Source: an optimization exercise on an open RTL-to-GDS flow (aim: a short achievable clock period, few clock cycles per item and low power). Production flows keep margins and buffers that such runs may drop.
No run shown here included a check of the RTL's function; only the layout flow was run.

## flow/design.v (module list and top-level ports; edited modules follow where they fit)
// module PID_controller: 1510 lines
// module pid_fa: 4 lines
// module pid_ha: 4 lines
module PID_controller #(
    parameter W = 16,
    parameter signed MAX_VAL = 32767,
    parameter signed MIN_VAL = -32768
)(
    input logic clk,
    input logic reset_n,
    input  logic signed [W-1:0] s_axi_tdata,
    input  logic s_axi_tvalid,
    output logic s_axi_tready,
    input  logic signed [W-1:0] Kp, Ki, Kd,
    input  logic signed [W-1:0] setpoint,
    output logic [W-1:0] m_axi_tdata,
    output logic m_axi_tvalid,
    input  logic m_axi_tready
);
  // ...
==> flow/run.sh <==
#!/bin/bash
# synth_recipe.tcl (not shown) runs the flow's synth.tcl, then flattens the netlist and writes it again
# the make line also repeats each setting of config.mk as NAME=value (left out here)
make -C /OpenROAD-flow-scripts/flow DESIGN_CONFIG=/design/flow/config.mk WORK_HOME=/design/flow/orfs CLKGATE_MAP_FILE= SYNTH_SCRIPT=/design/flow/synth_recipe.tcl finish
==> flow/config.mk <==
export PLATFORM = sky130hd
export DESIGN_NAME = PID_controller
export DESIGN_NICKNAME = PID_controller
export VERILOG_FILES = /design/flow/design.v
export SDC_FILE = /design/flow/constraint.sdc
export NUM_CORES = 4
export LEC_CHECK = 0
export CAP_MARGIN = 20
export CORE_MARGIN = 2
export CORE_UTILIZATION = 55
export CTS_CLUSTER_DIAMETER = 70
export CTS_CLUSTER_SIZE = 25
export PLACE_DENSITY = 0.75
export SETUP_SLACK_MARGIN = 4.0
export SLEW_MARGIN = 20
export SYNTH_HIERARCHICAL = 1
export SYNTH_MINIMUM_KEEP_SIZE = 0
==> flow/constraint.sdc <==
create_clock -name core_clock -period 7.5 [get_ports {clk}]
set_input_delay 1.5000 -clock core_clock [delete_from_list [all_inputs] [get_ports {clk}]]
set_output_delay 1.5000 -clock core_clock [all_outputs]
set_load 0.01 [all_outputs]
==> results.txt, run 1 <==
* Total number of yosys warnings at 7
* Top sig layer: met4
* Core area at 71,610 µm²
* Inverters at 182
* Flop-to-flop setup slack at 3.65 ns
* Num ports at 102
* CTS Hold Bufs at 0
* Reg area at 12,810 µm²
* Critical path arrival at 4.19 ns
* Fin nets at 4,382
* GR Layer Usage met1 at 36.38%
* Period minus WS final at 3.846 ns
* Slew Limit Fails at 0
* DRC at 0
* Met2 Routed Length at 46.76 mm
* Comb_multi_in at 2,721
* Post-Synth XOR/XNOR Area at 13.35%
* Unrepaired setup endpoints after global routing: true
* GRT Max-Usage Layer: met2
* FFs & Latches at 458
* P&R area growth vs syn at 11.53%
* Outcome: complete, no violations
* Multi-input combinational area share at 58.82%
* Pin count of the biggest net entering global routing at 79
* Post-CTS Setup Inserts at 47
* Largest family of logic cells by synthesized area: adder cells
* Diodes inserted at 0
* 1st-pass router iterations at 10
==> inputs of run 2 (changes only) <==
--- a/flow/design.v
+++ b/flow/design.v
@@ -10,21 +10,21 @@
     input  logic s_axi_tvalid,
     output logic s_axi_tready,
     input  logic signed [W-1:0] Kp, Ki, Kd,
     input  logic signed [W-1:0] setpoint,
     output logic [W-1:0] m_axi_tdata,
     output logic m_axi_tvalid,
     input  logic m_axi_tready
 );
-  logic vA, vB, vC, vo, vs, rdy;
+  logic vA, vB, vC, vo, vs;
   logic [15:0] skid;
   wire adv = ~vs;
   wire take = s_axi_tvalid & adv;
-  assign s_axi_tready = rdy;       
+  assign s_axi_tready = adv;
   logic [16:0] e1, e0, df;
   logic [7:0] kp_neg, kp_one, kp_two, ki_neg, ki_one, ki_two, kd_neg, kd_one, kd_two;
   wire [16:0] e_new = {setpoint[15], setpoint} - {s_axi_tdata[15], s_axi_tdata};
   function automatic [23:0] booth_enc(input logic [15:0] k);
     logic [16:0] kk;
     logic [7:0] ng, on, tw;
     kk = {k, 1'b0};
     for (int j = 0; j < 8; j++) begin
@@ -1303,17 +1303,17 @@
       iS <= iS_d; iC <= iC_d;
       dS <= dS_d; dC <= dC_d;
     end
   end
   always_ff @(posedge clk or negedge reset_n) begin
     if (!reset_n) vB <= 1'b0;
     else if (adv) vB <= vA;
   end
-  logic [33:0] pdx_d, pdy_d, pd, ib;
+  logic [33:0] pdx_d, pdy_d, pdx, pdy, ib;
   wire hs100001, hc100002;
   pid_ha u_hs100001 (.a(pS[0]), .b(pC[0]), .s(hs100001), .co(hc100002));
   wire hs100003, hc100004;
   pid_ha u_hs100003 (.a(pS[2]), .b(pC[2]), .s(hs100003), .co(hc100004));
   wire fs100005, fc100006;
   pid_fa u_fs100005 (.a(pS[3]), .b(pC[3]), .c(dS[3]), .s(fs100005), .co(fc100006));
   wire fs100007, fc100008;
   pid_fa u_fs100007 (.a(pS[4]), .b(pC[4]), .c(dS[4]), .s(fs100007), .co(fc100008));
@@ -1440,67 +1440,131 @@
   wire fs100129, fc100130;
   pid_fa u_fs100129 (.a(fc100062), .b(fs100063), .c(dC[32]), .s(fs100129), .co(fc100130));
   wire fs100131, fc100132;
   pid_fa u_fs100131 (.a(fc100064), .b(pS[33]), .c(dS[33]), .s(fs100131), .co(fc100132));
   assign pdx_d = {fc100130, fc100128, fc100126, fc100124, fc100122, fc100120, fc100118, fc100116, fc100114, fc100112, fc100110, fc100108, fc100106, fc100104, fc100102, fc100100, fc100098, fc100096, fc100094, fc100092, fc100090, fc100088, fc100086, fc100084, fc100082, fc100080, fc100078, fc100076, fc100074, fc100072, fc100070, fc100068, hc100066, hs100065};
   assign pdy_d = {fs100131, fs100129, fs100127, fs100125, fs100123, fs100121, fs100119, fs100117, fs100115, fs100113, fs100111, fs100109, fs100107, fs100105, fs100103, fs100101, fs100099, fs100097, fs100095, fs100093, fs100091, fs100089, fs100087, fs100085, fs100083, fs100081, fs100079, fs100077, fs100075, fs100073, fs100071, fs100069, fs100067, dC[0]};
   always_ff @(posedge clk) begin
     if (adv) begin
-      pd <= pdx_d + pdy_d;
+      pdx <= pdx_d; pdy <= pdy_d;
       ib <= iS + iC;
     end
   end
   always_ff @(posedge clk or negedge reset_n) begin
     if (!reset_n) vC <= 1'b0;
     else if (adv) vC <= vB;
   end
   logic [33:0] acc;
-  wire [33:0] ux = acc;      
-  wire [33:0] uy = pd;
+  logic [33:0] ux, uy;      
+  wire hs200001, hc200002;
+  pid_ha u_hs200001 (.a(acc[0]), .b(pdx[0]), .s(hs200001), .co(hc200002));
+  wire fs200003, fc200004;
+  pid_fa u_fs200003 (.a(acc[1]), .b(pdx[1]), .c(pdy[1]), .s(fs200003), .co(fc200004));
+  wire fs200005, fc200006;
+  pid_fa u_fs200005 (.a(acc[2]), .b(pdx[2]), .c(pdy[2]), .s(fs200005), .co(fc200006));
+  wire fs200007, fc200008;
+  pid_fa u_fs200007 (.a(acc[3]), .b(pdx[3]), .c(pdy[3]), .s(fs200007), .co(fc200008));
+  wire fs200009, fc200010;
+  pid_fa u_fs200009 (.a(acc[4]), .b(pdx[4]), .c(pdy[4]), .s(fs200009), .co(fc200010));
+  wire fs200011, fc200012;
+  pid_fa u_fs200011 (.a(acc[5]), .b(pdx[5]), .c(pdy[5]), .s(fs200011), .co(fc200012));
+  wire fs200013, fc200014;
+  pid_fa u_fs200013 (.a(acc[6]), .b(pdx[6]), .c(pdy[6]), .s(fs200013), .co(fc200014));
+  wire fs200015, fc200016;
+  pid_fa u_fs200015 (.a(acc[7]), .b(pdx[7]), .c(pdy[7]), .s(fs200015), .co(fc200016));
+  wire fs200017, fc200018;
+  pid_fa u_fs200017 (.a(acc[8]), .b(pdx[8]), .c(pdy[8]), .s(fs200017), .co(fc200018));
+  wire fs200019, fc200020;
+  pid_fa u_fs200019 (.a(acc[9]), .b(pdx[9]), .c(pdy[9]), .s(fs200019), .co(fc200020));
+  wire fs200021, fc200022;
+  pid_fa u_fs200021 (.a(acc[10]), .b(pdx[10]), .c(pdy[10]), .s(fs200021), .co(fc200022));
+  wire fs200023, fc200024;
+  pid_fa u_fs200023 (.a(acc[11]), .b(pdx[11]), .c(pdy[11]), .s(fs200023), .co(fc200024));
+  wire fs200025, fc200026;
+  pid_fa u_fs200025 (.a(acc[12]), .b(pdx[12]), .c(pdy[12]), .s(fs200025), .co(fc200026));
+  wire fs200027, fc200028;
+  pid_fa u_fs200027 (.a(acc[13]), .b(pdx[13]), .c(pdy[13]), .s(fs200027), .co(fc200028));
+  wire fs200029, fc200030;
+  pid_fa u_fs200029 (.a(acc[14]), .b(pdx[14]), .c(pdy[14]), .s(fs200029), .co(fc200030));
+  wire fs200031, fc200032;
+  pid_fa u_fs200031 (.a(acc[15]), .b(pdx[15]), .c(pdy[15]), .s(fs200031), .co(fc200032));
+  wire fs200033, fc200034;
+  pid_fa u_fs200033 (.a(acc[16]), .b(pdx[16]), .c(pdy[16]), .s(fs200033), .co(fc200034));
+  wire fs200035, fc200036;
+  pid_fa u_fs200035 (.a(acc[17]), .b(pdx[17]), .c(pdy[17]), .s(fs200035), .co(fc200036));
+  wire fs200037, fc200038;
+  pid_fa u_fs200037 (.a(acc[18]), .b(pdx[18]), .c(pdy[18]), .s(fs200037), .co(fc200038));
+  wire fs200039, fc200040;
+  pid_fa u_fs200039 (.a(acc[19]), .b(pdx[19]), .c(pdy[19]), .s(fs200039), .co(fc200040));
+  wire fs200041, fc200042;
+  pid_fa u_fs200041 (.a(acc[20]), .b(pdx[20]), .c(pdy[20]), .s(fs200041), .co(fc200042));
+  wire fs200043, fc200044;
+  pid_fa u_fs200043 (.a(acc[21]), .b(pdx[21]), .c(pdy[21]), .s(fs200043), .co(fc200044));
+  wire fs200045, fc200046;
+  pid_fa u_fs200045 (.a(acc[22]), .b(pdx[22]), .c(pdy[22]), .s(fs200045), .co(fc200046));
+  wire fs200047, fc200048;
+  pid_fa u_fs200047 (.a(acc[23]), .b(pdx[23]), .c(pdy[23]), .s(fs200047), .co(fc200048));
+  wire fs200049, fc200050;
+  pid_fa u_fs200049 (.a(acc[24]), .b(pdx[24]), .c(pdy[24]), .s(fs200049), .co(fc200050));
+  wire fs200051, fc200052;
+  pid_fa u_fs200051 (.a(acc[25]), .b(pdx[25]), .c(pdy[25]), .s(fs200051), .co(fc200052));
+  wire fs200053, fc200054;
+  pid_fa u_fs200053 (.a(acc[26]), .b(pdx[26]), .c(pdy[26]), .s(fs200053), .co(fc200054));
+  wire fs200055, fc200056;
+  pid_fa u_fs200055 (.a(acc[27]), .b(pdx[27]), .c(pdy[27]), .s(fs200055), .co(fc200056));
+  wire fs200057, fc200058;
+  pid_fa u_fs200057 (.a(acc[28]), .b(pdx[28]), .c(pdy[28]), .s(fs200057), .co(fc200058));
+  wire fs200059, fc200060;
+  pid_fa u_fs200059 (.a(acc[29]), .b(pdx[29]), .c(pdy[29]), .s(fs200059), .co(fc200060));
+  wire fs200061, fc200062;
+  pid_fa u_fs200061 (.a(acc[30]), .b(pdx[30]), .c(pdy[30]), .s(fs200061), .co(fc200062));
+  wire fs200063, fc200064;
+  pid_fa u_fs200063 (.a(acc[31]), .b(pdx[31]), .c(pdy[31]), .s(fs200063), .co(fc200064));
+  wire fs200065, fc200066;
+  pid_fa u_fs200065 (.a(acc[32]), .b(pdx[32]), .c(pdy[32]), .s(fs200065), .co(fc200066));
+  wire fs200067, fc200068;
+  pid_fa u_fs200067 (.a(acc[33]), .b(pdx[33]), .c(pdy[33]), .s(fs200067), .co(fc200068));
+  assign ux = {fc200066, fc200064, fc200062, fc200060, fc200058, fc200056, fc200054, fc200052, fc200050, fc200048, fc200046, fc200044, fc200042, fc200040, fc200038, fc200036, fc200034, fc200032, fc200030, fc200028, fc200026, fc200024, fc200022, fc200020, fc200018, fc200016, fc200014, fc200012, fc200010, fc200008, fc200006, fc200004, hc200002, hs200001};
+  assign uy = {fs200067, fs200065, fs200063, fs200061, fs200059, fs200057, fs200055, fs200053, fs200051, fs200049, fs200047, fs200045, fs200043, fs200041, fs200039, fs200037, fs200035, fs200033, fs200031, fs200029, fs200027, fs200025, fs200023, fs200021, fs200019, fs200017, fs200015, fs200013, fs200011, fs200009, fs200007, fs200005, fs200003, pdy[0]};
   wire [16:0] lo_sum = {1'b0, ux[15:0]} + {1'b0, uy[15:0]};
   wire [15:0] s_lo = lo_sum[15:0];                                    
-  wire [15:0] lo15 = {1'b0, ux[14:0]} + {1'b0, uy[14:0]};
-  wire c15 = lo15[15];                                                
-  wire [33:0] hx = ux ^ uy;
-  wire [33:0] ho = ux | uy;
-  wire [33:0] ha = ux & uy;
-  wire hi_zero_r = &(hx[33:16] ~^ ho[32:15]);        
-  wire hi_ones_r = &(hx[33:16] ^ ha[32:15]);         
-  wire z0 = hi_zero_r & ~hx[15], z1 = hi_zero_r & hx[15];             
-  wire o0 = hi_ones_r & hx[15],  o1 = hi_ones_r & ~hx[15];            
-  wire s_lo_zero = ~hx[0] & (&(hx[14:1] ~^ ho[13:0]));                
-  wire s_lo_ones = hx[0] & (&(hx[14:1] ^ ha[13:0]));                  
-  wire ns0 = (z0 & ~s_lo_ones) | (o0 & ~s_lo_zero);
-  wire ns1 = (z1 & ~s_lo_ones) | (o1 & ~s_lo_zero);
-  wire not_sat = c15 ? ns1 : ns0;
-  wire in_range = c15 ? (z1 | o1) : (z0 | o0);
+  wire c15 = lo_sum[15] ^ ux[15] ^ uy[15];                            
+  wire [33:15] hx = ux[33:15] ^ uy[33:15];
+  wire [33:15] ho = ux[33:15] | uy[33:15];
+  wire [33:15] ha = ux[33:15] & uy[33:15];
+  wire s_hi_zero = (&(hx[33:16] ~^ ho[32:15])) & (hx[15] ~^ c15);
+  wire s_hi_ones = (&(hx[33:16] ^ ha[32:15])) & (hx[15] ^ c15);
+  wire s_lo_zero = ~|lo_sum[14:0];
+  wire s_lo_ones = &lo_sum[14:0];
+  wire not_sat = (s_hi_zero & ~s_lo_ones) | (s_hi_ones & ~s_lo_zero);
+  wire in_range = s_hi_zero | s_hi_ones;
   wire [18:0] hi_sum = {1'b0, ux[32:15]} + {1'b0, uy[32:15]};
   wire c33 = hi_sum[18] | ((&hx[32:15]) & c15);
   wire s_neg = hx[33] ^ c33;
   wire [15:0] out_new = in_range ? s_lo : (s_neg ? 16'h8000 : 16'h7fff);
   wire [33:0] acc_inc = acc + ib;
   wire fire = adv & vC;
   always_ff @(posedge clk or negedge reset_n) begin
     if (!reset_n) acc <= '0;
     else if (fire & not_sat) acc <= acc_inc;
   end
   wire pop = vo & m_axi_tready;
-  wire vs_next = vo & ~pop & (vs | fire);
   always_ff @(posedge clk or negedge reset_n) begin
     if (!reset_n) begin
       vo <= 1'b0;
       vs <= 1'b0;
-      rdy <= 1'b1;
     end else begin
-      vs <= vs_next;
-      rdy <= ~vs_next;
-      if (!vs) begin
-        if (fire) vo <= 1'b1;
-        else if (pop) vo <= 1'b0;
+      if (vs) begin
+        if (pop) vs <= 1'b0;
+      end else if (fire) begin
+        if (!pop && vo) vs <= 1'b1;
+        vo <= 1'b1;
+      end else if (pop) begin
+        vo <= 1'b0;
       end
     end
   end
   always_ff @(posedge clk) begin
     if (vs) begin
       if (pop) m_axi_tdata <= skid;
     end else if (fire) begin
       if (!vo || pop) m_axi_tdata <= out_new;
==> flow/config.mk (replaced) <==
export PLATFORM = sky130hd
export DESIGN_NAME = PID_controller
export DESIGN_NICKNAME = PID_controller
export VERILOG_FILES = /design/flow/design.v
export SDC_FILE = /design/flow/constraint.sdc
export NUM_CORES = 4
export LEC_CHECK = 0
export CAP_MARGIN = 20
export CORE_MARGIN = 2
export CORE_UTILIZATION = 40
export SLEW_MARGIN = 20
export SYNTH_HIERARCHICAL = 1
export SYNTH_MINIMUM_KEEP_SIZE = 0
==> run 2 against run 1 <==
Net effect:
- critical path depth down 4
- sequential share of layout area up 2.8 points
- register-to-register slack worse by 0.94 ns
- final area down 2.9%
- sequential cell count up 33
- critical endpoint is now acc[1]
- routed wire length down 1.7%
- synthesized area down 1.9%
- critical path type unchanged
==> results.txt, run 2 <==
* Post-route ant nets at 0 (unchanged)
* # rows at 114 (was 98)
* Cell taking the most area after synthesis: edfxtp_1 (unchanged)
* Reg-to-Reg Start: acc[1] (was pC[12])
* Mapped cell area at 39,130 µm² (was 39,880 µm²)
* Hold Vio Cnt, Final at 0 (unchanged)
* Unrepaired setup endpoints after global routing: false (was true)
* CTS tree: built (unchanged)
* Diodes inserted at 0 (unchanged)
* Reg2reg end: acc[1] (was pd[29])
* Clock Root Buffer: clkbuf_16 (unchanged)
* Top post-synthesis cells by area: edfxtp_1 27%, fa_1 21%, xnor2_1 11% (was edfxtp_1 23%, fa_1 20%, xnor2_1 12%)
* Post-DR vias/cell at 5.513 (was 6.149)
* Setup violators final at 0 (unchanged)
* Post-synth EDFFs at 346 (was 312)
* Distinct cells, synth at 76 (was 87)
* Flop-to-flop setup slack at 2.72 ns (was 3.65 ns)
* GP Congestion at 0.9105 (was 0.8979)
* DRC at 0 (unchanged)
* Effective utilization at floorplan at 40.41% (was 55.69%)
* Mapped Cells at 3,345 (was 3,612)
* Port Buffers at 101 (unchanged)
* Outcome: complete, no violations (unchanged)
* DPL Wire Length at 72.25 mm (was 68.80 mm)
* Least-Margin Pin Slew at 1.103 ns (was 1.010 ns)
* 1st-pass router iterations at 6 (was 10)
* H-tree levels at 2 (unchanged)
* CP endpoint: acc[1] (was pd[29])
* Leading cell type in the layout, fill and taps excluded: xnor2_1 (unchanged)
* P&R area growth vs syn at 10.33% (was 11.53%)
* Chip Height at 316.8 µm (was 273.3 µm)
* Total number of yosys warnings at 7 (unchanged)
* Initial DRC count at 2,339 (was 3,053)
* Clk buf depth at 3 (unchanged)
* Post-CTS Setup Inserts at 0 (was 47)
* Critical path arrival at 5.31 ns (was 4.19 ns)
* Crit share post-route at 63.77% (was 51.28%)
* Max_slew headroom at 26.45% (was 32.67%)
* Vias at 25.52k (was 28.33k)
* Fin nets at 4,026 (was 4,382)
* Avg Cell Area, Syn at 11.70 µm² (was 11.04 µm²)
* CTS Hold Bufs at 0 (unchanged)
* Ys async rst share at 14.87% (was 16.16%)
* Synth top area share at 26.55% (was 23.50%)
* Most frequent cells in the layout: 495 x xnor2_1, 418 x fa_1, 385 x a22oi_1, 346 x edfxtp_1, 222 x ha_1 (was 534 x xnor2_1, 394 x fa_1, 382 x a22oi_1, 312 x edfxtp_1, 251 x ha_1)
* Clock latency (worst-skew pair) at 0.66 ns (was 0.60 ns)
* Initial antenna violation count at 2 (was 1)
* Die ar. at 100,400 µm² (was 74,670 µm²)
* Final TNS setup at 0 ns (unchanged)
* Pin count of the biggest net entering global routing at 131 (was 79)
* Max-cap violation count at 0 (unchanged)
* Count leader, synth: xnor2_1 (unchanged)
* Seq cells post-synth at 491 (was 458)
* Fin Hold WS at 0.4484 ns (was 0.4985 ns)
* Share of cells above drive strength 1 at 5.040% (was 10.69%)
* Fmax at 209.1 MHz (was 260.0 MHz)
* Ys flop type: edfxtp_1 (unchanged)
* # resized after CTS at 0 (was 102)
* Post-synth top cells: 495 x xnor2_1, 418 x fa_1, 385 x a22oi_1 (was 537 x xnor2_1, 399 x fa_1, 384 x a22oi_1)
* Die Width at 316.8 µm (was 273.3 µm)
* Worst Setup SP: acc[1] (was pC[12])
* WP data required at 8.03 ns (was 7.84 ns)
* Wire length of the first global-routing pass at 154.1 mm (was 157.5 mm)
* Vias in the first global route at 25.65k (was 28.63k)
* Register area share after synthesis at 34.90% (was 31.76%)
* Clk sinks at 491 (was 458)
* Period minus WS final at 4.783 ns (was 3.846 ns)
* GRT Resource Usage Total at 19.95% (was 26.55%)
* Num ports at 102 (unchanged)
* Setup CP Type: reg2reg (unchanged)
* Utilization after layout at 44.58% (was 62.11%)
* Reg2Reg Depth at 11 (was 15)
* Slew Limit Fails at 0 (unchanged)
* Worst hold path type: reg2reg (unchanged)
* Routed WL at 98.42 mm (was 100.2 mm)
* CP Max Fanout at 12 (was 6)
* WL/cell at 21.26 µm (was 21.74 µm)
* Num CTS Buffers at 59 (was 34)
* CP Launch Type: register (unchanged)
* Core area at 96,850 µm² (was 71,610 µm²)
* Grt ovf at 0 (unchanged)
* Clock transition at path regs at 0.06 ns (was 0.10 ns)
* CP endpoint kind: register (unchanged)
* Worst Skew at 0.02903 ns (was 0.04243 ns)
==> run 2: cell types whose count changed after synthesis, sizes merged, moves of 34 or more <==
cell and change:
edfxtp +34, ha -46, inv -34, nand2 -63
nor2 -46, xnor2 -42
==> run 2: final cells by class <==
type / count / area, µm²
Clock inverter: 32 / 322.8
Tap cell: 1276 / 1597
Fill cell: 8869 / 53680
Inverter: 146 / 551.8
Multi-Input combinational cell: 2460 / 23980
Sequential cell: 491 / 13660
Clock buffer: 80 / 1680
Timing Repair Buffer: 144 / 1376
==> run 2: cells by family after synthesis <==
family,Yosys count,share of synthesized area [%]
muxes,13,0.3677
AOI/OAI and AO/OA,797,14.00
other,1,0.009583
adders and majority gates,640,28.48
buffers and inverters,419,4.118
xor gates and xnor gates,566,12.67
and+or+nand+nor,418,5.451
DFF,491,34.90
==> run 2: worst max-delay path, cell delays in order, from the launching register on <==
cell and delay (ns):
dfrtp_1 0.44, fa_1 0.55, ha_1 0.32, a211oi_1 0.09, nor3_1 0.53, o211ai_2 0.13
a31oi_1 0.27, xor2_1 0.23, or4_1 0.58, a41o_1 0.24, a21oi_2 0.86, mux2_2 0.42
==> run 2: through the flow <==
stage               instances  instance area [µm²]  setup WS [ns]
CTS                      4628                43140          2.638
detailed placement       4516                41130          2.634
finish                   4629                43180          2.717
global placement         4516                41130          2.729
floorplan                3370                39230          1.265
global route             4629                43180          2.418
==> run 2: worst min path at each step <==
| stage | end | cells past startpoint | start |
|---|---|---|---|
| finish | pdy[0] | 0 | dC[0] |
| global route | pdy[0] | 0 | dC[0] |
| CTS | pdy[0] | 0 | dC[0] |
| detailed placement | pdy[0] | 0 | dC[0] |
| global placement | pdy[0] | 0 | dC[0] |
| floorplan | pdy[0] | 0 | dC[0] |
==> run 2: Yosys stat by module, one instance, submodules excluded <==
module          times used  cells inside  flip-flops and latches  cell area [µm²]
pid_ha                  73             1                       0            12.51
pid_fa                 405             1                       0            20.02
PID_controller           1          2867                     491            30110
==> run 2: per-layer routing <==
layer / global-route usage, % / up-vias / wire [µm]
met4: 6.657 / 2 / 3397
met2: 31.00 / 962 / 44240
met5: 0 / - / 12
met1: 28.32 / 12700 / 43720
met3: 3.417 / 165 / 7042
li1: - / 11690 / -

[separate check: timing with driven ports]
In the flow no input, the clock included, has a driving cell. The finished layouts below were timed again as built, in two steps.
Step 1 sets driving cells, clkbuf_16 on the clock port and buf_2 on the other inputs (assumed; they add their load-dependent delay and slew).
Step 2, shift: input delay + t, output delay - t, t = (earliest + latest rising clock arrival at the registers) / 2. This alone moves slack from input paths to output paths.
Slacks: ideal ports / drivers / drivers and shift; pairs: ideal ports / drivers.
run	t (ns)	setup slack, ns	worst setup path at the end	clock arrival spread, ns	worst data-port slew with drivers (ns)
run 1	0.640	3.654 / 3.654 / 3.511	input to register	0.045 / 0.044	0.08
run 2	0.704	2.717 / 2.717 / 2.717	register to register	0.034 / 0.033	0.07
After both steps every run listed still meets setup and hold. The setup slack of run 1, which loses most, moves by 0.000 ns with the drivers and by -0.143 ns with both steps.
